Source: an optimization exercise on an open RTL-to-GDS flow (aim: small area, a short achievable clock period and few clock cycles). Production flows keep margins and buffers that such runs may drop.
At most, simulation tests tie the RTL to the original design; equivalence was not proved.
The RTL of runs 1 and 2 was laid out without a check of its function.
Power and IR drop assume default switching activity.

<file path="design/flow/constraint.sdc">
create_clock -name core_clock -period 5.5 [get_ports {clk}]
set_input_delay 1.1000 -clock core_clock [delete_from_list [all_inputs] [get_ports {clk}]]
set_output_delay 1.1000 -clock core_clock [all_outputs]
set_load 0.01 [all_outputs]
</file>
<file path="design/flow/design.v">
module algo_3_final (
    input  wire        clk,
    input  wire        reset,       
    input  wire        trigger,     
    input  wire        pix_valid,
    input  wire [7:0]  pix_data,
    output wire        pix_ready,
    input  wire [10:0] data_ram_i,
    output wire [10:0] data_ram_o,
    output wire [10:0] addr_ram,
    output wire        we,
    input  wire [13:0] data_ram_energia_i,
    output wire [13:0] data_ram_energia_o,
    output wire [10:0] addr_ram_energia,
    input  wire [5:0]  data_ram_cantidad_i,
    output wire [5:0]  data_ram_cantidad_o,
    output wire [10:0] addr_ram_cantidad,
    output wire        fin_signal
);
  localparam integer PIXELS  = 7081;
  localparam integer RING    = 99;     
  localparam integer DLY     = 92;     
  localparam [6:0]   SCRATCH = 7'd127;
  wire restart = !reset || trigger;
  reg        fin, rdy, we_r;
  reg [12:0] rem;         
  reg        open;        
  reg [7:0]  vb;          
  reg        vb_valid;
  reg [1:0]  st;          
  reg        fwr;         
  reg        clr;         
  reg [6:0]  a_f;
  reg [10:0] a_e;
  reg [13:0] d_e;
  reg [5:0]  d_c;
  reg [10:0] label_r;     
  reg [10:0] lab2;        
  reg        lab1z, lab2z;
  reg [10:0] U, UR, M3;   
  reg        M3z;
  reg [10:0] s0, s1, s2;  
  reg [2:0]  cidx, uidx;  
  reg        cap, cap_ok, ok1;
  reg [6:0]  wptr;
  reg        filled;
  reg [6:0]  col;         
  reg        mL;          
  reg        mULn, mURn;  
  reg [6:0]  ring;        
  reg        i1;          
  reg [10:0] nxt;         
  reg        wrapped;
  reg [11:0] cf;          
  assign pix_ready           = rdy;
  assign we                  = we_r;
  assign fin_signal          = fin;
  assign data_ram_o          = label_r;
  assign addr_ram            = {4'd0, a_f};
  assign addr_ram_energia    = a_e;
  assign addr_ram_cantidad   = a_e;
  assign data_ram_energia_o  = d_e;
  assign data_ram_cantidad_o = d_c;
  wire accept = pix_valid && rdy;
  wire can    = (st == 2'd0) || (st == 2'd3);
  wire proc   = vb_valid && can;
  wire        vnz   = |vb;
  wire [10:0] lft   = i1 ? lab2 : label_r;
  wire        gt1   = label_r > M3;
  wire        gt2   = lab2 > M3;
  wire        gt    = !mL && (i1 ? gt2 : gt1);
  wire        lftz  = mL | (i1 ? lab2z : lab1z);
  wire        allz  = lftz & M3z;
  wire        selmx = vnz & !allz;
  wire        selnx = vnz & allz;
  wire [10:0] lab   = (selmx & gt) ? lft :
                      selmx ? M3 : (selnx ? nxt : 11'd0);
  wire        labz  = !vnz | (allz & (nxt == 11'd0));
  wire        op_new = vnz & allz & !wrapped;
  wire        op_rmw = vnz & !labz & !op_new;
  wire        p_new  = proc & op_new;
  wire        p_rmw  = proc & op_rmw;
  wire        alloc  = proc & vnz & allz;
  wire [10:0] s = ({11{uidx[0]}} & s0) | ({11{uidx[1]}} & s1) | ({11{uidx[2]}} & s2);
  wire [10:0] a = mULn ? 11'd0 : U;
  wire [10:0] b = UR;
  wire [10:0] c = mURn ? 11'd0 : s;
  wire        ab = a < b, ac = a < c, bc = b < c;
  wire [10:0] m3n = (!ab && !ac) ? a : (!bc ? b : c);
  wire        eqr   = (cf == {1'b0, nxt});
  wire [11:0] cf_n  = cf + {11'd0, clr | (alloc & eqr)};
  wire [1:0]  st_n  = p_rmw ? 2'd1 : (st == 2'd1) ? 2'd2 : (st == 2'd2) ? 2'd3 : 2'd0;
  wire        fin_n = fin | (!open && !vb_valid && can && cf_n[11]);
  wire        we_n  = !fin_n && (st_n != 2'd1);
  wire        lab_n = p_new | p_rmw;              
  wire        lbr_n = (st == 2'd2);               
  wire        fwr_n = (proc & !op_rmw) | (st == 2'd1);
  wire        vbv_n = accept | (vb_valid & !proc);
  wire        open_n = open & !(accept & (rem == 13'd1));
  wire        clr_n = we_n & !lab_n & !lbr_n & (st_n != 2'd2) & !cf_n[11];
  always @(posedge clk) begin
    if (restart) begin
      fin <= 1'b0; rdy <= 1'b1; we_r <= 1'b1;
      rem <= PIXELS[12:0]; open <= 1'b1;
      vb <= 8'd0; vb_valid <= 1'b0;
      st <= 2'd0; fwr <= 1'b0; clr <= 1'b1;
      a_f <= SCRATCH; a_e <= 11'd1; d_e <= 14'd0; d_c <= 6'd0;
      label_r <= 11'd0; lab2 <= 11'd0; lab1z <= 1'b1; lab2z <= 1'b1;
      U <= 11'd0; UR <= 11'd0; M3 <= 11'd0; M3z <= 1'b1;
      s0 <= 11'd0; s1 <= 11'd0; s2 <= 11'd0;
      cidx <= 3'b001; uidx <= 3'b001; cap <= 1'b0; cap_ok <= 1'b0; ok1 <= 1'b0;
      wptr <= 7'd0; filled <= 1'b0;
      col <= 7'd1; mL <= 1'b1; mULn <= 1'b0; mURn <= 1'b0;
      ring <= 7'd1; i1 <= 1'b1;
      nxt <= 11'd1; wrapped <= 1'b0; cf <= 12'd1;
    end else begin
      if (accept) begin
        vb  <= pix_data;
        rem <= rem - 13'd1;
      end
      vb_valid <= vbv_n;
      open     <= open_n;
      rdy      <= !fin_n && open_n && (!vbv_n || st_n == 2'd0 || st_n == 2'd3);
      fin      <= fin_n;
      we_r     <= we_n;
      st       <= st_n;
      cf       <= cf_n;
      clr      <= clr_n;
      fwr <= fwr_n;
      ok1 <= filled;
      a_f <= fwr_n ? wptr : SCRATCH;
      if (fwr_n) begin
        if (wptr == DLY - 1) begin wptr <= 7'd0; filled <= 1'b1; end
        else wptr <= wptr + 7'd1;
      end
      a_e <= lab_n ? lab : (lbr_n ? label_r : cf_n[10:0]);
      if (lab_n) begin
        d_e <= {6'd0, vb};
        d_c <= 6'd1;
      end else if (st == 2'd2) begin
        d_e <= data_ram_energia_i + d_e;
        d_c <= data_ram_cantidad_i + 6'd1;
      end else if (st != 2'd1) begin
        d_e <= 14'd0;
        d_c <= 6'd0;
      end
      cap    <= fwr;
      cap_ok <= ok1;
      if (cap) begin
        if (cidx[0]) s0 <= cap_ok ? data_ram_i : 11'd0;
        if (cidx[1]) s1 <= cap_ok ? data_ram_i : 11'd0;
        if (cidx[2]) s2 <= cap_ok ? data_ram_i : 11'd0;
        cidx <= {cidx[1:0], cidx[2]};
      end
      if (proc) begin
        label_r <= lab; lab1z <= labz;
        lab2 <= label_r; lab2z <= lab1z;
        U <= UR; UR <= s;
        M3 <= m3n; M3z <= (m3n == 11'd0);
        uidx <= {uidx[1:0], uidx[2]};
        col  <= (col == 7'd97) ? 7'd1 : col + 7'd1;
        mL   <= (col == 7'd97);
        mULn <= (col == 7'd96);
        mURn <= (col == 7'd95);
        ring <= (ring == RING) ? 7'd1 : ring + 7'd1;
        i1   <= (ring == RING);
        if (alloc) begin
          nxt <= nxt + 11'd1;
          if (nxt == 11'd2047) wrapped <= 1'b1;
        end
      end
    end
  end
endmodule
</file>
<file path="design/flow/run.sh">
#!/bin/bash
# synth_recipe.tcl (not shown) runs the flow's synth.tcl, then flattens the netlist and writes it again
# the make line also repeats each setting of config.mk as NAME=value (left out here)
make -C /OpenROAD-flow-scripts/flow DESIGN_CONFIG=/design/flow/config.mk WORK_HOME=/design/flow/orfs CLKGATE_MAP_FILE= SYNTH_SCRIPT=/design/flow/synth_recipe.tcl finish
</file>
<file path="design/flow/config.mk">
export PLATFORM = sky130hd
export DESIGN_NAME = algo_3_final
export DESIGN_NICKNAME = algo_3_final
export VERILOG_FILES = /design/flow/design.v
export SDC_FILE = /design/flow/constraint.sdc
export NUM_CORES = 4
export LEC_CHECK = 0
export CAP_MARGIN = 20
export CORE_MARGIN = 2
export CORE_UTILIZATION = 40
export SETUP_SLACK_MARGIN = 3.0
export SLEW_MARGIN = 20
</file>
==> flow_summary.toml, run 1 <==
[outcome]
status = "timing/DRC/antenna clean"

[worst_setup_path]
r2r_cells = 13
startpoint_type = "flop"
crit_top_cell = "buf_6"
cp.required_ns = 5.94
path_cells = "buf_6 -> buf_4 -> a222oi_1 -> or2_2 -> ha_1 -> nor4b_1 -> o211ai_1 -> a221oi_2 -> a21oi_2 -> buf_6 -> mux2_4 -> or4_4 -> o31ai_2"
arrival_ns = 3.96
crit_family = "simple AND/OR/NAND/NOR gates"
r2r_slack_ns = 1.98
slowest_delay_ns = 0.53
crit_cells = 13
setup.worst_path.start = "uidx[2]"
crit_path_end = "M3z"
cp_max_fo = 7
rr_startpoint = "uidx[2]"
slowest_stage = "or4_4"
timing.rr.end = "M3z"
crit_path_end_kind = "flop"
critPathKind = "reg2reg"
crit_buf_inv = 3

[final_layout]
diodes = 0
fin_util_pct = 53.92
drive_gt1_share_pct = 20.39
area_growth_pct = 32.84
fill_cells = 2589
nNetsFinal = 1646

[die]
die_y_um = 171.9
dieArea_mm2 = 0.02955
ios = 110
rows = 61
die_w_um = 171.9
start_util_pct = 40.59
core-area_mm2 = 0.02778

[timing]
hold_viol_final = 0
fin_crit_ns = 3.519
setup_viol_count_final = 0
slew_violations = 0
timing.fmax_mhz = 284.2
fin_setup_tns_ns = 0
fin_skew_ns = 0.01380
tightest_slew_ns = 0.8022
fin_crit_sh_pct = 63.97
relSlewSlack_pct = 46.39
fin_ws_ns = 1.981
rsz0062_at_grt = "true"

[logic_synthesis]
ys_ff_latch = 218
synth_area_leaders = "dfxtp_1 39%, ha_1 8.9%, a21oi_1 6.6%"
synth_edf_count = 0
synth_cells = 1382
async_reset_ff_share_pct = 0
yosys-mux-area-fraction_pct = 3.251
synth-compound-area-share_pct = 16.78
ys.flop_type = "dfxtp_1"
syn_area_mm2 = 0.01128
synth-seq-area-share_pct = 38.70
synthXorXnorAreaFrac_pct = 4.971
synth-simple-area-share_pct = 21.91
synth_fa_ha_area_share_pct = 9.054
yosys_warnings = 1
synth_top_family_by_area = "simple AND/OR/NAND/NOR gates"
syn_avg_cell_area_um2 = 8.160
yosys.cell_types.count = 63
synth_top_area_share_pct = 38.70
synth_top_cell_by_area = "dfxtp_1"

[route]
avgRoutedWirePerCell_um = 17.04
firstDrtPassIters = 5
via_per_inst = 5.344
routed_wl_um = 32680
drc = 0
drtAntennaViolNets = 0
drt-initial-drc-count = 683
vias = 10249

[clock_tree]
cts_buffers = 25
cts.sinks = 218
cts_buffer_depth = 3
cts.htree.levels = 1
path_clk_slew_ns = 0.07
cts_root_buf = "clkbuf_16"
cts_tree = "yes"
clk_latency_ns = 0.53

[placement]
post-place-ws_ns = 1.625
portBuffers = 105
place.gp.congestion = 0.8832
dp.final_hpwl_um = 20830

[min_path]
hp-class = "reg2reg"

[global_routing]
grt_pass1_vias = 9620
grt_antenna_before_repair = 0
grt_pass1_wl_um = 50960
grt_max_degree = 50
grt_usage_pct = 21.33
grt-ovfl-total = 0

[power_and_ir_drop]
p_leak_nw = 5.799
p_total_w = 0.003518
power_density_mw_per_mm2 = 234.8
ir_drop_v = 0.0002032

[job]
cap_violations = 0
## through the flow
stage,cell area [um2],hold slack [ns],std cells
2_1_floorplan,11540,0.4049,1385
3_3_place_gp,12700,0.4120,1786
3_5_place_dp,12700,0.4166,1786
4_1_cts,14470,0.4437,1896
5_1_grt,14980,0.4621,1918
6_report,14980,0.4362,1918
## worst min path at each step
stage,startpoint,endpoint,cells after the start
final,ok1,cap_ok,1
after floorplan,filled,ok1,2
after detailed placement,ok1,cap_ok,1
after CTS,ok1,cap_ok,1
after global placement,ok1,cap_ok,1
after global routing,fwr,cap,1
## cells in the mapped netlist, types with 3 or more instances
cell       number
a2111oi_0      11
a211oi_1       16
a21o_1         18
a21oi_1       149
a222oi_1       11
a22oi_1         9
a31oi_1         5
and2_1          7
and3_1         14
and4_1          6
buf_1           9
buf_4          15
clkbuf_1       62
dfxtp_1       218
ha_1           80
inv_1          51
mux2_1          7
mux2_2          6
mux2i_1        22
nand2_1       179
nand2b_1       11
nand3_1        32
nand4_1        19
nor2_1        183
nor2b_1        30
nor3_1         14
nor3b_1         4
nor4_1         12
nor4b_1         3
o211ai_1        6
o21a_1          4
o21ai_0        24
o21ai_1         8
o31ai_1        15
o32ai_1         7
or2_2           5
or3_1          15
or4_1           4
xnor2_1        33
xor2_1         31
## report_power, final
| group | total, W | internal, W | switching [W] |
|---|---|---|---|
| Combinational | 0.000281 | 0.000129 | 0.000153 |
| Sequential | 0.00160 | 0.00158 | 0.0000155 |
| Clock | 0.00164 | 0.000952 | 0.000684 |
| Total | 0.00352 | 0.00267 | 0.000852 |
## layout make-up
| class | count | area, um2 | area share (%) |
|---|---|---|---|
| well taps | 378 | 473.0 | 3.157 |
| clock buffers | 32 | 701.9 | 4.686 |
| inverters | 51 | 191.4 | 1.278 |
| clock inverters | 13 | 107.6 | 0.7183 |
| flip-flops and latches | 218 | 4448 | 29.69 |
| multi-input cells | 1033 | 7323 | 48.89 |
| repair buffers | 193 | 1735 | 11.58 |
## cells by family after synthesis
kind of cell,after synthesis
muxes,35
other,1
AOI/OAI and AO/OA,301
DFF,218
adders and majority gates,81
and+or+nand+nor,542
buffers and inverters,140
xor gates and xnor gates,64
## sequential cells by signal (all words and copies together) (netlist names), 8 cells and up
| signal | cells |
|---|---|
| s2 | 11 |
| U | 11 |
| s0 | 11 |
| label_r | 11 |
| cf | 12 |
| a_e | 11 |
| vb | 8 |
| d_e | 14 |
| rem | 13 |
| nxt | 11 |
| lab2 | 11 |
| s1 | 11 |
| M3 | 11 |
| UR | 11 |
## metal layers
| metal | vias to the layer above | global-route usage, % | share of wire [%] |
|---|---|---|---|
| met2 | 228 | 37.45 | 48 |
| met3 | 67 | 2.495 | 4.1 |
| li1 | 5093 | - | - |
| met4 | 0 | 5.700 | 2.6 |
| met1 | 4861 | 27.74 | 45 |
| met5 | - | 0 | 0 |
## placed cells by master, fill, tap and decap left out, drive strengths merged, types with 22 or more instances in the layout
cell type	count
buf	93
nor2b	30
mux2i	22
dlygate4sd2	46
o21ai	35
inv	53
a21oi	149
clkdlybuf4s50	37
xor2	31
nor2	183
nand3	32
ha	80
xnor2	33
nand2	181
clkbuf	32
dfxtp	218
## repair_timing
action,4_1_cts,5_1_grt
setup buffers,59,21
endpoints found under the hold margin,0,0
setup endpoints to repair,156,73
gates cloned,6,1
hold buffers,0,0
pin swaps,49,48
gates resized for setup,200,83
## worst register-to-register path: cells and delay by family (launching register included)
| family | cells | cell delay [ns] |
|---|---|---|
| AOI/OAI and AO/OA | 5 | 0.94 |
| and+or+nand+nor | 3 | 1.20 |
| muxes | 1 | 0.30 |
| adders and majority gates | 1 | 0.23 |
| DFF | 1 | 0.39 |
| buffers and inverters | 3 | 0.38 |
==> inputs of run 2 (changes only) <==
--- a/design/flow/config.mk
+++ b/design/flow/config.mk
@@ -9,4 +9,3 @@
 export CORE_MARGIN = 2
 export CORE_UTILIZATION = 40
-export SETUP_SLACK_MARGIN = 3.0
 export SLEW_MARGIN = 20
==> flow_summary.toml, run 2 <==
[logic_synthesis]
async_reset_ff_share_pct = 0
syn_area_mm2 = 0.01128
yosys_warnings = 1
synth_top_cell_by_area = "dfxtp_1"
synth.most_common_cell = "dfxtp_1"
synth_edf_count = 0
syn_avg_cell_area_um2 = 8.160
synth_area_leaders = "dfxtp_1 39%, ha_1 8.9%, a21oi_1 6.6%"
synth_top_area_share_pct = 38.70
synth-seq-area-share_pct = 38.70
ys.flop_type = "dfxtp_1"
yosys.cell_types.count = 63
ys_ff_latch = 218
synth_cells = 1382
synth_commonest_cells = "218 x dfxtp_1, 183 x nor2_1, 179 x nand2_1"

[die]
die_y_um = 171.9
die_w_um = 171.9
start_util_pct = 40.59
rows = 61
dieArea_mm2 = 0.02955
core-area_mm2 = 0.02778
ios = 110

[worst_setup_path]
arrival_ns = 4.60
crit_path_end_kind = "flop"
cp.required_ns = 5.93
cp_max_fo = 13
startpoint_type = "flop"
r2r_cells = 11
critPathKind = "reg2reg"

[timing]
fin_skew_ns = 0.01102
fin_crit_ns = 4.171
timing.fmax_mhz = 239.8
fin_setup_tns_ns = 0
setup_viol_count_final = 0
rsz0062_at_grt = "false"
hold_viol_final = 0
tightest_slew_ns = 1.001
fin_crit_sh_pct = 75.83
fin_ws_ns = 1.329
slew_violations = 0
relSlewSlack_pct = 31.55

[final_layout]
final_area_mm2 = 0.01341
drive_gt1_share_pct = 4.821
final_cell_mix = "218 x dfxtp_1, 183 x nor2_1, 179 x nand2_1"
mostFrequentLayoutCell = "dfxtp_1"
max_flop_register = "d_e"
reg_top3 = "d_e x14, rem x13, cf x12"
largest_register_ffs = 14
area_growth_pct = 18.90
diodes = 0
nNetsFinal = 1560

[clock_tree]
cts_tree = "yes"
clk_latency_ns = 0.52
cts_hold_buf = 0
post_cts_buffers = 0
cts_root_buf = "clkbuf_16"
cts_buffer_depth = 3
cts_resized = 0
cts.sinks = 218
path_clk_slew_ns = 0.06
cts.htree.levels = 1
cts_buffers = 25

[route]
vias = 9718
via_per_inst = 5.310
drt-initial-drc-count = 699
avgRoutedWirePerCell_um = 15.61
firstDrtPassIters = 6
routed_wl_um = 28570
drtAntennaViolNets = 0
drc = 0

[min_path]
hp-class = "reg2reg"
whs_path_depth = 1

[placement]
portBuffers = 105
place_area_mm2 = 0.01249
place.gp.congestion = 0.8510
dp.final_hpwl_um = 20160
post-place-ws_ns = 1.374

[power_and_ir_drop]
ir_drop_v = 0.0002036
power_density_mw_per_mm2 = 272.2
p_leak_nw = 4.870

[global_routing]
grt_pass1_wl_um = 46780
grt_antenna_before_repair = 0
grt_usage_pct = 19.23
grt_pass1_vias = 9219
grt_max_degree = 125
grt-ovfl-total = 0

[job]
cap_violations = 0

[outcome]
status = "timing/DRC/antenna clean"
## run 2: report_power, final
part           internal [W]  switching (W)  total (W)
Sequential          0.00159      0.0000127    0.00160
Combinational     0.0000866       0.000118   0.000205
Clock               0.00117       0.000667    0.00184
Total               0.00285       0.000798    0.00365
## run 2: metal layers
metal	global-route usage (%)	part of all wire, %
met2	30.98	45
met4	6.065	2.6
met5	0	0
met1	26.71	48
met3	2.586	4.0
## run 2: logic make-up after synthesis
family	count (synthesis)	share of synthesized area, %
AND/OR/NAND/NOR	542	21.91
AO/OA/AOI/OAI	301	16.78
multiplexers	35	3.251
buffers and inverters	140	5.303
flip-flops	218	38.70
XOR/XNOR	64	4.971
adder cells (fa/ha/maj)	81	9.054
other	1	0.03325
## run 2: critical path: stages (launching register included)
cell and delay, ns:
dfxtp_1 0.60, a222oi_1 0.22, or2_2 0.36, ha_1 0.29, and4_1 0.18, o211ai_1 0.09, o211ai_1 0.29, a221oi_2 0.09
a21oi_1 0.80, mux2_2 0.43, or4_1 0.51, o31ai_1 0.22
## run 2: layout make-up
| class | count | area, um2 |
|---|---|---|
| Multi-Input combinational cell | 1027 | 6342 |
| Fill cell | 2713 | 14370 |
| Timing Repair Buffer | 113 | 1124 |
| Tap cell | 378 | 473.0 |
| Inverter | 51 | 191.4 |
| Sequential cell | 218 | 4364 |
| Clock inverter | 12 | 215.2 |
| Clock buffer | 31 | 698.2 |
## run 2: final timing paths
path              slack (ns)  startpoint   to
setup / recovery        1.33     uidx[2]  M3z
hold reg to reg         0.43         fwr  cap
setup reg to reg        1.33     uidx[2]  M3z
hold / removal          0.43         fwr  cap
## run 2: metrics by stage
step | utilization [%] | hold WS, ns | power (W) | cells
final | 48.26 | 0.4261 | 0.003650 | 1830
after global routing | 48.26 | 0.4450 | 0.003773 | 1830
after CTS | 48.26 | 0.4302 | 0.003686 | 1830
after detailed placement | 44.97 | 0.4132 | 0.001843 | 1787
after global placement | 44.97 | 0.4089 | 0.001841 | 1787
after floorplan | - | 0.4049 | 0.001773 | 1385
==> inputs of run 3 (changes only) <==
--- a/design/flow/design.v
+++ b/design/flow/design.v
@@ -22,5 +22,6 @@
   localparam integer DLY     = 92;     
   localparam [6:0]   SCRATCH = 7'd127;
-  wire restart = !reset || trigger;
+  reg  restart;
+  always @(posedge clk) restart <= !reset || trigger;
   reg        fin, rdy, we_r;
   reg [12:0] rem;         
@@ -38,8 +39,13 @@
   reg [10:0] lab2;        
   reg        lab1z, lab2z;
-  reg [10:0] U, UR, M3;   
+  reg [10:0] R1;          
+  reg        R1z;
+  reg [10:0] PP;          
+  reg        PPz;
+  reg [10:0] M3;          
   reg        M3z;
-  reg [10:0] s0, s1, s2;  
-  reg [2:0]  cidx, uidx;  
+  reg [10:0] q0, q1, q2;  
+  reg        q0z, q1z, q2z;
+  reg [1:0]  qn;          
   reg        cap, cap_ok, ok1;
   reg [6:0]  wptr;
@@ -47,5 +53,5 @@
   reg [6:0]  col;         
   reg        mL;          
-  reg        mULn, mURn;  
+  reg        mURn;        
   reg [6:0]  ring;        
   reg        i1;          
@@ -53,7 +59,7 @@
   reg        wrapped;
   reg [11:0] cf;          
-  assign pix_ready           = rdy;
+  assign pix_ready           = rdy && !restart;
   assign we                  = we_r;
-  assign fin_signal          = fin;
+  assign fin_signal          = fin && !restart;
   assign data_ram_o          = label_r;
   assign addr_ram            = {4'd0, a_f};
@@ -62,5 +68,5 @@
   assign data_ram_energia_o  = d_e;
   assign data_ram_cantidad_o = d_c;
-  wire accept = pix_valid && rdy;
+  wire accept = pix_valid && rdy;    
   wire can    = (st == 2'd0) || (st == 2'd3);
   wire proc   = vb_valid && can;
@@ -82,10 +88,14 @@
   wire        p_rmw  = proc & op_rmw;
   wire        alloc  = proc & vnz & allz;
-  wire [10:0] s = ({11{uidx[0]}} & s0) | ({11{uidx[1]}} & s1) | ({11{uidx[2]}} & s2);
-  wire [10:0] a = mULn ? 11'd0 : U;
-  wire [10:0] b = UR;
-  wire [10:0] c = mURn ? 11'd0 : s;
-  wire        ab = a < b, ac = a < c, bc = b < c;
-  wire [10:0] m3n = (!ab && !ac) ? a : (!bc ? b : c);
+  wire [10:0] sm  = mURn ? 11'd0 : q0;
+  wire        smz = mURn | q0z;
+  wire [10:0] m3n = (PP < sm) ? sm : PP;
+  wire        m3z = PPz & smz;
+  wire [10:0] r1m = mURn ? 11'd0 : R1;
+  wire        r1mz = mURn | R1z;
+  wire [10:0] ppn = (r1m < q0) ? q0 : r1m;
+  wire        ppz = r1mz & q0z;
+  wire [10:0] din  = cap_ok ? data_ram_i : 11'd0;
+  wire        dinz = (din == 11'd0);
   wire        eqr   = (cf == {1'b0, nxt});
   wire [11:0] cf_n  = cf + {11'd0, clr | (alloc & eqr)};
@@ -107,9 +117,9 @@
       a_f <= SCRATCH; a_e <= 11'd1; d_e <= 14'd0; d_c <= 6'd0;
       label_r <= 11'd0; lab2 <= 11'd0; lab1z <= 1'b1; lab2z <= 1'b1;
-      U <= 11'd0; UR <= 11'd0; M3 <= 11'd0; M3z <= 1'b1;
-      s0 <= 11'd0; s1 <= 11'd0; s2 <= 11'd0;
-      cidx <= 3'b001; uidx <= 3'b001; cap <= 1'b0; cap_ok <= 1'b0; ok1 <= 1'b0;
+      R1 <= 11'd0; R1z <= 1'b1; PP <= 11'd0; PPz <= 1'b1; M3 <= 11'd0; M3z <= 1'b1;
+      q0 <= 11'd0; q1 <= 11'd0; q2 <= 11'd0; q0z <= 1'b1; q1z <= 1'b1; q2z <= 1'b1;
+      qn <= 2'd3; cap <= 1'b0; cap_ok <= 1'b0; ok1 <= 1'b0;
       wptr <= 7'd0; filled <= 1'b0;
-      col <= 7'd1; mL <= 1'b1; mULn <= 1'b0; mURn <= 1'b0;
+      col <= 7'd1; mL <= 1'b1; mURn <= 1'b0;
       ring <= 7'd1; i1 <= 1'b1;
       nxt <= 11'd1; wrapped <= 1'b0; cf <= 12'd1;
@@ -147,19 +157,22 @@
       cap    <= fwr;
       cap_ok <= ok1;
+      qn <= qn + {1'b0, cap} - {1'b0, proc};
+      if (proc) begin
+        q0 <= q1; q0z <= q1z;
+        q1 <= q2; q1z <= q2z;
+      end
       if (cap) begin
-        if (cidx[0]) s0 <= cap_ok ? data_ram_i : 11'd0;
-        if (cidx[1]) s1 <= cap_ok ? data_ram_i : 11'd0;
-        if (cidx[2]) s2 <= cap_ok ? data_ram_i : 11'd0;
-        cidx <= {cidx[1:0], cidx[2]};
+        if (qn == {1'b0, proc}) begin q0 <= din; q0z <= dinz; end
+        if (qn == 2'd1 + {1'b0, proc}) begin q1 <= din; q1z <= dinz; end
+        if (qn == 2'd2 + {1'b0, proc}) begin q2 <= din; q2z <= dinz; end
       end
       if (proc) begin
         label_r <= lab; lab1z <= labz;
         lab2 <= label_r; lab2z <= lab1z;
-        U <= UR; UR <= s;
-        M3 <= m3n; M3z <= (m3n == 11'd0);
-        uidx <= {uidx[1:0], uidx[2]};
+        R1 <= q0; R1z <= q0z;
+        PP <= ppn; PPz <= ppz;
+        M3 <= m3n; M3z <= m3z;
         col  <= (col == 7'd97) ? 7'd1 : col + 7'd1;
         mL   <= (col == 7'd97);
-        mULn <= (col == 7'd96);
         mURn <= (col == 7'd95);
         ring <= (ring == RING) ? 7'd1 : ring + 7'd1;
--- a/design/flow/config.mk
+++ b/design/flow/config.mk
@@ -9,3 +9,4 @@
 export CORE_MARGIN = 2
 export CORE_UTILIZATION = 40
+export SETUP_SLACK_MARGIN = 3.4
 export SLEW_MARGIN = 20
==> flow_summary.toml, run 3 <==
[timing]
hold_viol_final = 0
fin_setup_tns_ns = 0
fin_crit_ns = 2.429
fin_crit_sh_pct = 44.17
fin_skew_ns = 0.009262
tightest_slew_ns = 0.7817
slew_violations = 0
rsz0062_at_grt = "true"
setup_viol_count_final = 0
relSlewSlack_pct = 47.89
fin_ws_ns = 3.071
timing.fmax_mhz = 411.7

[logic_synthesis]
synth_area_leaders = "dfxtp_1 38%, ha_1 7.7%, nand2_1 6.0%"
synth.most_common_cell = "dfxtp_1"
synth-simple-area-share_pct = 22.87
synth_commonest_cells = "219 x dfxtp_1, 182 x nand2_1, 163 x nor2_1"
syn_area_mm2 = 0.01146
synth_fa_ha_area_share_pct = 7.923
synth-seq-area-share_pct = 38.24
yosys.cell_types.count = 70
synth_top_family_by_area = "simple AND/OR/NAND/NOR gates"
yosys_warnings = 1
yosys-mux-area-fraction_pct = 2.063
async_reset_ff_share_pct = 0
synthXorXnorAreaFrac_pct = 4.889
synth_top_area_share_pct = 38.24
synth_top_cell_by_area = "dfxtp_1"
ys.flop_type = "dfxtp_1"
synth_edf_count = 0
synth-compound-area-share_pct = 18.52
synth_cells = 1406
syn_avg_cell_area_um2 = 8.154
ys_ff_latch = 219

[global_routing]
grt_pass1_vias = 10085
grt_usage_pct = 20.96
grt_max_degree = 101
grt_pass1_wl_um = 52580
grt-ovfl-total = 0
grt_antenna_before_repair = 0

[worst_setup_path]
path_cells = "inv_2 -> ha_4 -> nand2_8 -> nor3b_4 -> a31o_2 -> ha_4 -> nand3_4 -> nor2_4 -> nand3_2 -> xor2_2 -> nor2_2 -> a31o_4 -> a311oi_1"
critPathKind = "reg2reg"
setup.worst_path.start = "st[0]"
cp_max_fo = 4
timing.rr.end = "rdy"
slowest_stage = "dfxtp_2"
startpoint_type = "flop"
rr_startpoint = "st[0]"
r2r_slack_ns = 3.07
crit_top_cell = "ha_4"
arrival_ns = 2.86
r2r_cells = 13
slowest_delay_ns = 0.34
cp.required_ns = 5.93
crit_path_end_kind = "flop"
crit_path_end = "rdy"

[placement]
dp.final_hpwl_um = 19150
portBuffers = 105
post-place-ws_ns = 1.730
place.gp.congestion = 0.8034

[die]
ios = 110
rows = 61
core-area_mm2 = 0.02801
die_w_um = 173.3
die_y_um = 173.3
start_util_pct = 40.93
dieArea_mm2 = 0.03003

[clock_tree]
cts_tree = "yes"
cts_buffers = 25
cts_root_buf = "clkbuf_16"
clk_latency_ns = 0.53
cts.sinks = 219
path_clk_slew_ns = 0.06
cts_hold_buf = 0
cts_buffer_depth = 3
cts.htree.levels = 1

[final_layout]
multiInputGateArea_mm2 = 0.008168
reg_top3 = "d_e x14, rem x13, cf x12"
register_area_mm2 = 0.004564
mostFrequentLayoutCell = "nand2_1"
diodes = 0
fill_cells = 2454
final_cell_mix = "175 x nand2_1, 151 x nor2_1, 137 x dfxtp_1"
nNetsFinal = 1704
area_growth_pct = 43.22
drive_gt1_share_pct = 35.35
largest_register_ffs = 14
max_flop_register = "d_e"

[power_and_ir_drop]
ir_drop_v = 0.0001899
power_density_mw_per_mm2 = 223.0
p_leak_nw = 6.218

[route]
firstDrtPassIters = 5
routed_wl_um = 34030
avgRoutedWirePerCell_um = 17.14
via_per_inst = 5.428
drtAntennaViolNets = 0
drt-initial-drc-count = 679
vias = 10775
drc = 0

[min_path]
hp-class = "reg2reg"

[job]
cap_violations = 0

[outcome]
status = "timing/DRC/antenna clean"
run 3: report_power, final:
| part | switching [W] | leakage, nW | internal, W | total, W |
|---|---|---|---|---|
| registers | 0.0000191 | 1.81 | 0.00159 | 0.00161 |
| logic | 0.000183 | 3.98 | 0.000153 | 0.000336 |
| clock network | 0.000678 | 0.426 | 0.00104 | 0.00172 |
run 3: how the worst min path moves through the flow:
stage,start,to,slack [ns],cells after the start
6_report,fwr,cap,0.44,1
5_1_grt,fwr,cap,0.46,1
4_1_cts,fwr,cap,0.44,1
3_5_place_dp,fwr,cap,0.43,1
3_3_place_gp,fwr,cap,0.42,1
2_1_floorplan,fwr,cap,0.41,1
run 3: what timing repair did:
action | 4_1_cts | 5_1_grt
pin swaps | 87 | 68
cloned | 11 | 5
resized for setup | 540 | 165
endpoints found under the setup margin | 257 | 168
endpoints found under the hold margin | 0 | 0
setup buffers | 97 | 26
run 3: worst max-delay path: cells and delay by family, from the launching register on:
kind                       cells  cell delay (ns)
AOI/OAI and AO/OA              3             0.63
xor gates and xnor gates       1             0.18
adders and majority gates      2             0.43
buffers and inverters          1             0.04
DFF                            1             0.34
and+or+nand+nor                6             0.70
run 3: per-stage QoR:
stage                     util [%]  hold WS (ns)  instances  area [um2]  total power [W]
after global placement       46.58        0.4206       1801       13050         0.001886
after global routing         58.62        0.4579       1985       16420         0.003781
after floorplan                  -        0.4138       1409       11990         0.001814
final                        58.62        0.4403       1985       16420         0.003662
after CTS                    55.34        0.4436       1954       15500         0.003668
after detailed placement     46.58        0.4292       1801       13050         0.001888
run 3: layout make-up:
cell class / count / share of cell area, %
Inverter: 44 / 1.067
Timing Repair Buffer: 243 / 13.27
Multi-Input combinational cell: 1056 / 49.74
Tap cell: 378 / 2.880
Clock inverter: 6 / 0.3734
Sequential cell: 219 / 27.80
Clock buffer: 39 / 4.869
run 3: cells by family (layout without fill, tap and decap cells):
logic type / after synthesis / after routing
buffers and inverters: 144 / 332
and+or+nand+nor: 553 / 560
other: 1 / 4
xor gates and xnor gates: 64 / 64
muxes: 23 / 23
AOI/OAI and AO/OA: 330 / 333
adders and majority gates: 72 / 72
DFF: 219 / 219
run 3: metal layers:
layer | share of wire [%] | track usage (%)
met1 | 45 | 27.23
met2 | 48 | 35.27
met5 | 0 | 0
met3 | 4.6 | 3.158
met4 | 3.0 | 7.662
Testbench counts of run 3, summed over its fixed seeds: cycles 173,018.
==> inputs of run 4 (changes only) <==
--- a/design/flow/config.mk
+++ b/design/flow/config.mk
@@ -9,4 +9,4 @@
 export CORE_MARGIN = 2
 export CORE_UTILIZATION = 40
-export SETUP_SLACK_MARGIN = 3.4
+export SETUP_SLACK_MARGIN = 3.0
 export SLEW_MARGIN = 20
==> flow_summary.toml, run 4 <==
[outcome]
status = "timing/DRC/antenna clean"

[timing]
fin_crit_ns = 2.511
fin_crit_sh_pct = 45.65
fin_setup_tns_ns = 0
fin_skew_ns = 0.01255
rsz0062_at_grt = "true"
relSlewSlack_pct = 33.39
fin_ws_ns = 2.989
timing.fmax_mhz = 398.3
hold_viol_final = 0
slew_violations = 0
setup_viol_count_final = 0
tightest_slew_ns = 0.9955

[final_layout]
final_area_mm2 = 0.01468
nNetsFinal = 1618
largest_register_ffs = 14
drive_gt1_share_pct = 17.46
max_flop_register = "d_e"
diodes = 0
fill_cells = 2654
area_growth_pct = 28.02
reg_top3 = "d_e x14, rem x13, cf x12"
instances_no_fill = 1896
mostFrequentLayoutCell = "nand2_1"
final_cell_mix = "179 x nand2_1, 176 x dfxtp_1, 156 x nor2_1"

[clock_tree]
cts_buffers = 25
cts_hold_buf = 0
cts_tree = "yes"
cts_buffer_depth = 3
path_clk_slew_ns = 0.06
cts_root_buf = "clkbuf_16"
cts.htree.levels = 1
cts.sinks = 219
clk_latency_ns = 0.52

[die]
ios = 110
die_y_um = 173.3
dieArea_mm2 = 0.03003
start_util_pct = 40.93
core-area_mm2 = 0.02801
rows = 61
die_w_um = 173.3

[placement]
place.gp.congestion = 0.8470
dp.final_hpwl_um = 19640
place_area_mm2 = 0.01280
post-place-ws_ns = 1.511
portBuffers = 105
placedCellCount = 1800

[logic_synthesis]
syn_area_mm2 = 0.01146
ys_ff_latch = 219
syn_avg_cell_area_um2 = 8.154
synth_top_family_by_area = "simple AND/OR/NAND/NOR gates"
synth-simple-area-share_pct = 22.87
synth_edf_count = 0
synth_cells = 1406
synth_top_cell_by_area = "dfxtp_1"
synth.most_common_cell = "dfxtp_1"
yosys.cell_types.count = 70
ys.flop_type = "dfxtp_1"
yosys-mux-area-fraction_pct = 2.063
yosys_warnings = 1
synth_top_area_share_pct = 38.24
synth_commonest_cells = "219 x dfxtp_1, 182 x nand2_1, 163 x nor2_1"
async_reset_ff_share_pct = 0
synth-seq-area-share_pct = 38.24
synth_area_leaders = "dfxtp_1 38%, ha_1 7.7%, nand2_1 6.0%"
synth-compound-area-share_pct = 18.52
synth_fa_ha_area_share_pct = 7.923
synthXorXnorAreaFrac_pct = 4.889

[worst_setup_path]
arrival_ns = 2.91
r2r_slack_ns = 3.05
crit_path_end_kind = "flop"
critPathKind = "in2reg"
cp_max_fo = 2
cp.required_ns = 5.90
r2r_cells = 13
rr_startpoint = "st[0]"
startpoint_type = "input port"
timing.rr.end = "rdy"

[global_routing]
grt_pass1_vias = 9657
grt_antenna_before_repair = 0
grt_pass1_wl_um = 49030
grt_max_degree = 98
grt_usage_pct = 19.25
grt-ovfl-total = 0

[power_and_ir_drop]
ir_drop_v = 0.0001868
p_leak_nw = 5.616
p_total_w = 0.003550
power_density_mw_per_mm2 = 241.9

[job]
cap_violations = 0

[min_path]
hp-class = "reg2reg"
hold_start = "fwr"
worstHoldEndpoint = "cap"
whs_path_depth = 1

[route]
drt-initial-drc-count = 740
via_per_inst = 5.410
routed_wl_um = 31070
firstDrtPassIters = 5
drc = 0
vias = 10257
drtAntennaViolNets = 0
avgRoutedWirePerCell_um = 16.39
[run 4: changes by cell type in the layout (fill, tap and decap cells not counted), sizes merged, moves of 2 or more]
cell           change
buf              -143
dlygate4sd2       +45
dlymetal6s2s       +9
clkdlybuf4s50      +8
clkbuf             -3
nand2              -2
[run 4: final cells by class]
class | instances | area (um2) | share of cell area (%)
clock buffer | 35 | 713.2 | 4.859
clock inverter | 7 | 93.84 | 0.6394
inverter | 44 | 170.2 | 1.159
multi-input combinational | 1050 | 7247 | 49.38
sequential | 219 | 4453 | 30.34
tap | 378 | 473.0 | 3.223
timing repair buffer | 163 | 1526 | 10.40
[run 4: power by group]
part           leakage [nW]  switching (W)  internal, W
clock network         0.390       0.000658     0.000991
registers              1.79      0.0000169      0.00160
logic                  3.44       0.000158     0.000127
[run 4: worst max path at each step]
stage	from	to	slack, ns	depth (start not counted)
after floorplan	data_ram_energia_i[0]	d_e[12]	2.76	9
after global placement	i1	a_e[6]	1.60	6
after detailed placement	i1	a_e[2]	1.51	6
after CTS	data_ram_energia_i[5]	d_e[12]	3.00	9
after global routing	data_ram_energia_i[0]	d_e[10]	2.88	12
final	data_ram_energia_i[0]	d_e[10]	2.99	12
[run 4: through the flow]
| step | hold WS, ns | utilization (%) |
|---|---|---|
| after global routing | 0.4541 | 52.40 |
| after detailed placement | 0.4260 | 45.70 |
| after CTS | 0.4401 | 50.28 |
| after floorplan | 0.4138 | - |
| after global placement | 0.4193 | 45.70 |
| final | 0.4330 | 52.40 |
[run 4: cell families (layout without fill, tap and decap cells)]
family                     count (synthesis)  after routing
muxes                                     23             23
adders and majority gates                 72             72
buffers and inverters                    144            249
AOI/OAI and AO/OA                        330            331
xor gates and xnor gates                  64             64
and+or+nand+nor                          553            556
other                                      1              4
DFF                                      219            219
[run 4: critical path, cell delays in order]
cell	delay, ns
buf_6	0.10
ha_4	0.16
fa_2	0.35
a21oi_2	0.18
nor2_2	0.07
nor3_2	0.26
o31ai_4	0.12
buf_4	0.14
buf_4	0.12
xor2_1	0.13
a22oi_1	0.13
nor2_1	0.06
[run 4: timing repair]
action | in CTS | in global routing
setup endpoints to repair | 192 | 96
gates cloned | 5 | 3
resized for setup | 164 | 100
setup buffers | 27 | 19
pin swaps | 42 | 48
hold endpoints to repair | 0 | 0
[run 4: routing by layer]
layer  track usage, %  part of all wire (%)
met1            25.46                    45
met2            32.75                    47
met3            2.741                   5.2
met4            5.297                   2.5
met5                0                     0
==> inputs of run 5 (changes only) <==
--- a/design/flow/config.mk
+++ b/design/flow/config.mk
@@ -8,5 +8,5 @@
 export CAP_MARGIN = 20
 export CORE_MARGIN = 2
-export CORE_UTILIZATION = 40
+export CORE_UTILIZATION = 65
 export SETUP_SLACK_MARGIN = 3.0
 export SLEW_MARGIN = 20
==> flow_summary.toml, run 5 <==
[outcome]
status = "timing/DRC/antenna clean"

[logic_synthesis]
synth_top_cell_by_area = "dfxtp_1"
synth_cells = 1406
async_reset_ff_share_pct = 0
synth_commonest_cells = "219 x dfxtp_1, 182 x nand2_1, 163 x nor2_1"
yosys_warnings = 1
ys.flop_type = "dfxtp_1"
synth_top_area_share_pct = 38.24
synth_area_leaders = "dfxtp_1 38%, ha_1 7.7%, nand2_1 6.0%"
synth.most_common_cell = "dfxtp_1"
syn_area_mm2 = 0.01146
yosys.cell_types.count = 70
synth_edf_count = 0
syn_avg_cell_area_um2 = 8.154
synth-seq-area-share_pct = 38.24
ys_ff_latch = 219

[route]
firstDrtPassIters = 5
via_per_inst = 6.227
avgRoutedWirePerCell_um = 18.61
drtAntennaViolNets = 0
drc = 0
vias = 10904
routed_wl_um = 32590
drt-initial-drc-count = 901

[min_path]
whs_path_depth = 1
worstHoldEndpoint = "cap"
hp-class = "reg2reg"
hold_start = "fwr"

[clock_tree]
cts_buffers = 24
cts_tree = "yes"
cts.sinks = 219
path_clk_slew_ns = 0.06
cts.htree.levels = 1
clk_latency_ns = 0.53
cts_buffer_depth = 3
cts_root_buf = "clkbuf_16"

[timing]
hold_viol_final = 0
fin_setup_tns_ns = 0
timing.fmax_mhz = 379.2
slew_violations = 0
relSlewSlack_pct = 35.99
fin_skew_ns = 0.02095
fin_crit_sh_pct = 47.95
rsz0062_at_grt = "true"
tightest_slew_ns = 0.9468
setup_viol_count_final = 0
fin_crit_ns = 2.637

[worst_setup_path]
arrival_ns = 3.01
crit_path_end_kind = "flop"
r2r_slack_ns = 2.86
r2r_cells = 14
timing.rr.end = "a_e[9]"
cp_max_fo = 7
cp.required_ns = 5.87
critPathKind = "reg2reg"
rr_startpoint = "st[0]"
startpoint_type = "flop"

[final_layout]
multiInputGateArea_mm2 = 0.007213
area_growth_pct = 26.87
diodes = 0
nNetsFinal = 1626
mostFrequentLayoutCell = "nand2_1"
final_cell_mix = "179 x nand2_1, 175 x dfxtp_1, 157 x nor2_1"
register_area_mm2 = 0.004452
reg_top3 = "d_e x14, rem x13, cf x12"
fin_util_pct = 84.09
max_flop_register = "d_e"
drive_gt1_share_pct = 17.30
fill_cells = 1064
largest_register_ffs = 14

[global_routing]
grt-ovfl-total = 0
grt_usage_pct = 31.69
grt_antenna_before_repair = 0
grt_pass1_wl_um = 48400
grt_pass1_vias = 9941
grt_max_degree = 77

[placement]
place.gp.congestion = 0.9060
dp.final_hpwl_um = 18550
portBuffers = 105

[power_and_ir_drop]
p_switching_w = 0.0008281
p_total_w = 0.003560
p_leak_nw = 5.752
seqPwrFrac_pct = 45.4
ir_drop_v = 0.0002933
p_comb_share_pct = 8.1
power.internal_w = 0.002732
swShare_pct = 23.26
p_clk_share_pct = 46.5
power_density_mw_per_mm2 = 244.8

[die]
rows = 48
core-area_mm2 = 0.01730
dieArea_mm2 = 0.01872
ios = 110
die_w_um = 136.8
start_util_pct = 66.28
die_y_um = 136.8

[job]
cap_violations = 0
run 5: cell count changes in the layout (fill, tap and decap cells not counted), sizes merged, moves of 2 or more:
cell           change
dlygate4sd2       -13
dlymetal6s2s       +9
buf                +4
clkbuf             +3
clkdlybuf4s50      +3
clkinvlp           -2
run 5: what timing repair did:
item / in CTS / in global routing
endpoints found under the hold margin: 0 / 0
buffers inserted: 23 / 28
setup endpoints to repair: 182 / 116
pin swaps: 27 / 53
hold buffers: 0 / 0
gates cloned: 5 / 4
resized for setup: 129 / 114
run 5: worst max-delay path, stage by stage, from the launching register on:
cell and delay, ns:
dfxtp_2 0.36, inv_2 0.05, ha_4 0.29, nand2_8 0.09, nor3b_4 0.25, a31o_2 0.21, ha_4 0.16, nand3_4 0.08
nor2_4 0.17, buf_6 0.12, nand4_1 0.11, xor2_1 0.23, nor2_1 0.08, a21oi_1 0.17, o211ai_1 0.13
run 5: stage by stage:
step	hold slack (ns)	instance area, um2	setup slack (ns)	std cells
2_1_floorplan	0.4138	11670	2.756	1409
3_3_place_gp	0.4226	12620	2.053	1650
3_5_place_dp	0.4285	12620	2.033	1650
4_1_cts	0.4428	13880	2.849	1719
5_1_grt	0.4505	14550	2.732	1751
6_report	0.4357	14550	2.863	1751
run 5: routing by layer:
metal / vias up / wire length (um) / global-route usage, %
met5: - / 0 / 0
met4: 0 / 1239 / 10.65
met3: 108 / 2245 / 4.556
met2: 490 / 15710 / 54.39
met1: 5170 / 13390 / 40.96
li1: 5136 / - / -
run 5: area by class of cell:
class	instances	share of cell area, %
Inverter	44	1.187
Clock inverter	7	0.8344
Tap cell	225	1.935
Clock buffer	34	4.731
Multi-Input combinational cell	1051	49.59
Sequential cell	219	30.61
Timing Repair Buffer	171	11.11
run 5: worst max-delay path by stage:
stage | slack, ns | startpoint | to
2_1_floorplan | 2.76 | data_ram_energia_i[0] | d_e[12]
3_3_place_gp | 2.05 | data_ram_energia_i[0] | d_e[12]
3_5_place_dp | 2.03 | data_ram_energia_i[0] | d_e[12]
4_1_cts | 2.85 | nxt[5] | rdy
5_1_grt | 2.73 | st[0] | a_e[9]
6_report | 2.86 | st[0] | a_e[9]
run 5: cells by family (layout without fill, tap and decap cells):
| family | count (synthesis) | count (layout) | synth area share (%) |
|---|---|---|---|
| adder cells (fa/ha/maj) | 72 | 72 | 7.923 |
| multiplexers | 23 | 23 | 2.063 |
| AO/OA/AOI/OAI | 330 | 331 | 18.52 |
| XOR/XNOR | 64 | 64 | 4.889 |
| other | 1 | 4 | 0.03271 |
| flip-flops | 219 | 219 | 38.24 |
| buffers and inverters | 144 | 256 | 5.457 |
| AND/OR/NAND/NOR | 553 | 557 | 22.87 |
run 5: power by group through the flow:
stage	clock network (W)	registers (W)	logic, W
CTS	0.00167	0.00162	0.000253
global placement	0	0.00166	0.000210
floorplan	0	0.00165	0.000150
detailed placement	0	0.00166	0.000214
finish	0.00166	0.00162	0.000287
global route	0.00172	0.00162	0.000306

port drivers added, routing unchanged:
The results above use ideal ports. As a check the final layouts listed here were re-extracted and re-timed, cells and wires unchanged. Step 1, drivers: a clkbuf_16 drives clk and a buf_2 each remaining input, both assumed. Step 2 also shifts input and output timing later by t, the mid clock arrival at the registers, as if the neighbouring blocks saw the same clock. Slacks: ideal ports / drivers / drivers and shift; pairs: ideal ports / drivers.
run	t (ns)	slack for setup (ns)	clock arrival spread, ns	worst data-port slew with drivers (ns)
run 1	0.566	1.981 / 1.981 / 1.981	0.016 / 0.016	0.04
run 2	0.561	1.329 / 1.329 / 1.329	0.012 / 0.012	0.04
run 3	0.575	3.071 / 3.071 / 2.518	0.009 / 0.009	0.05
run 4	0.559	2.989 / 2.991 / 2.432	0.012 / 0.012	0.06
run 5	0.564	2.863 / 2.863 / 2.504	0.023 / 0.022	0.05
After both steps setup and hold are still met in every run listed. For run 4, which loses most, drivers alone change the setup slack by +0.002 ns; drivers and shift together by -0.557 ns.
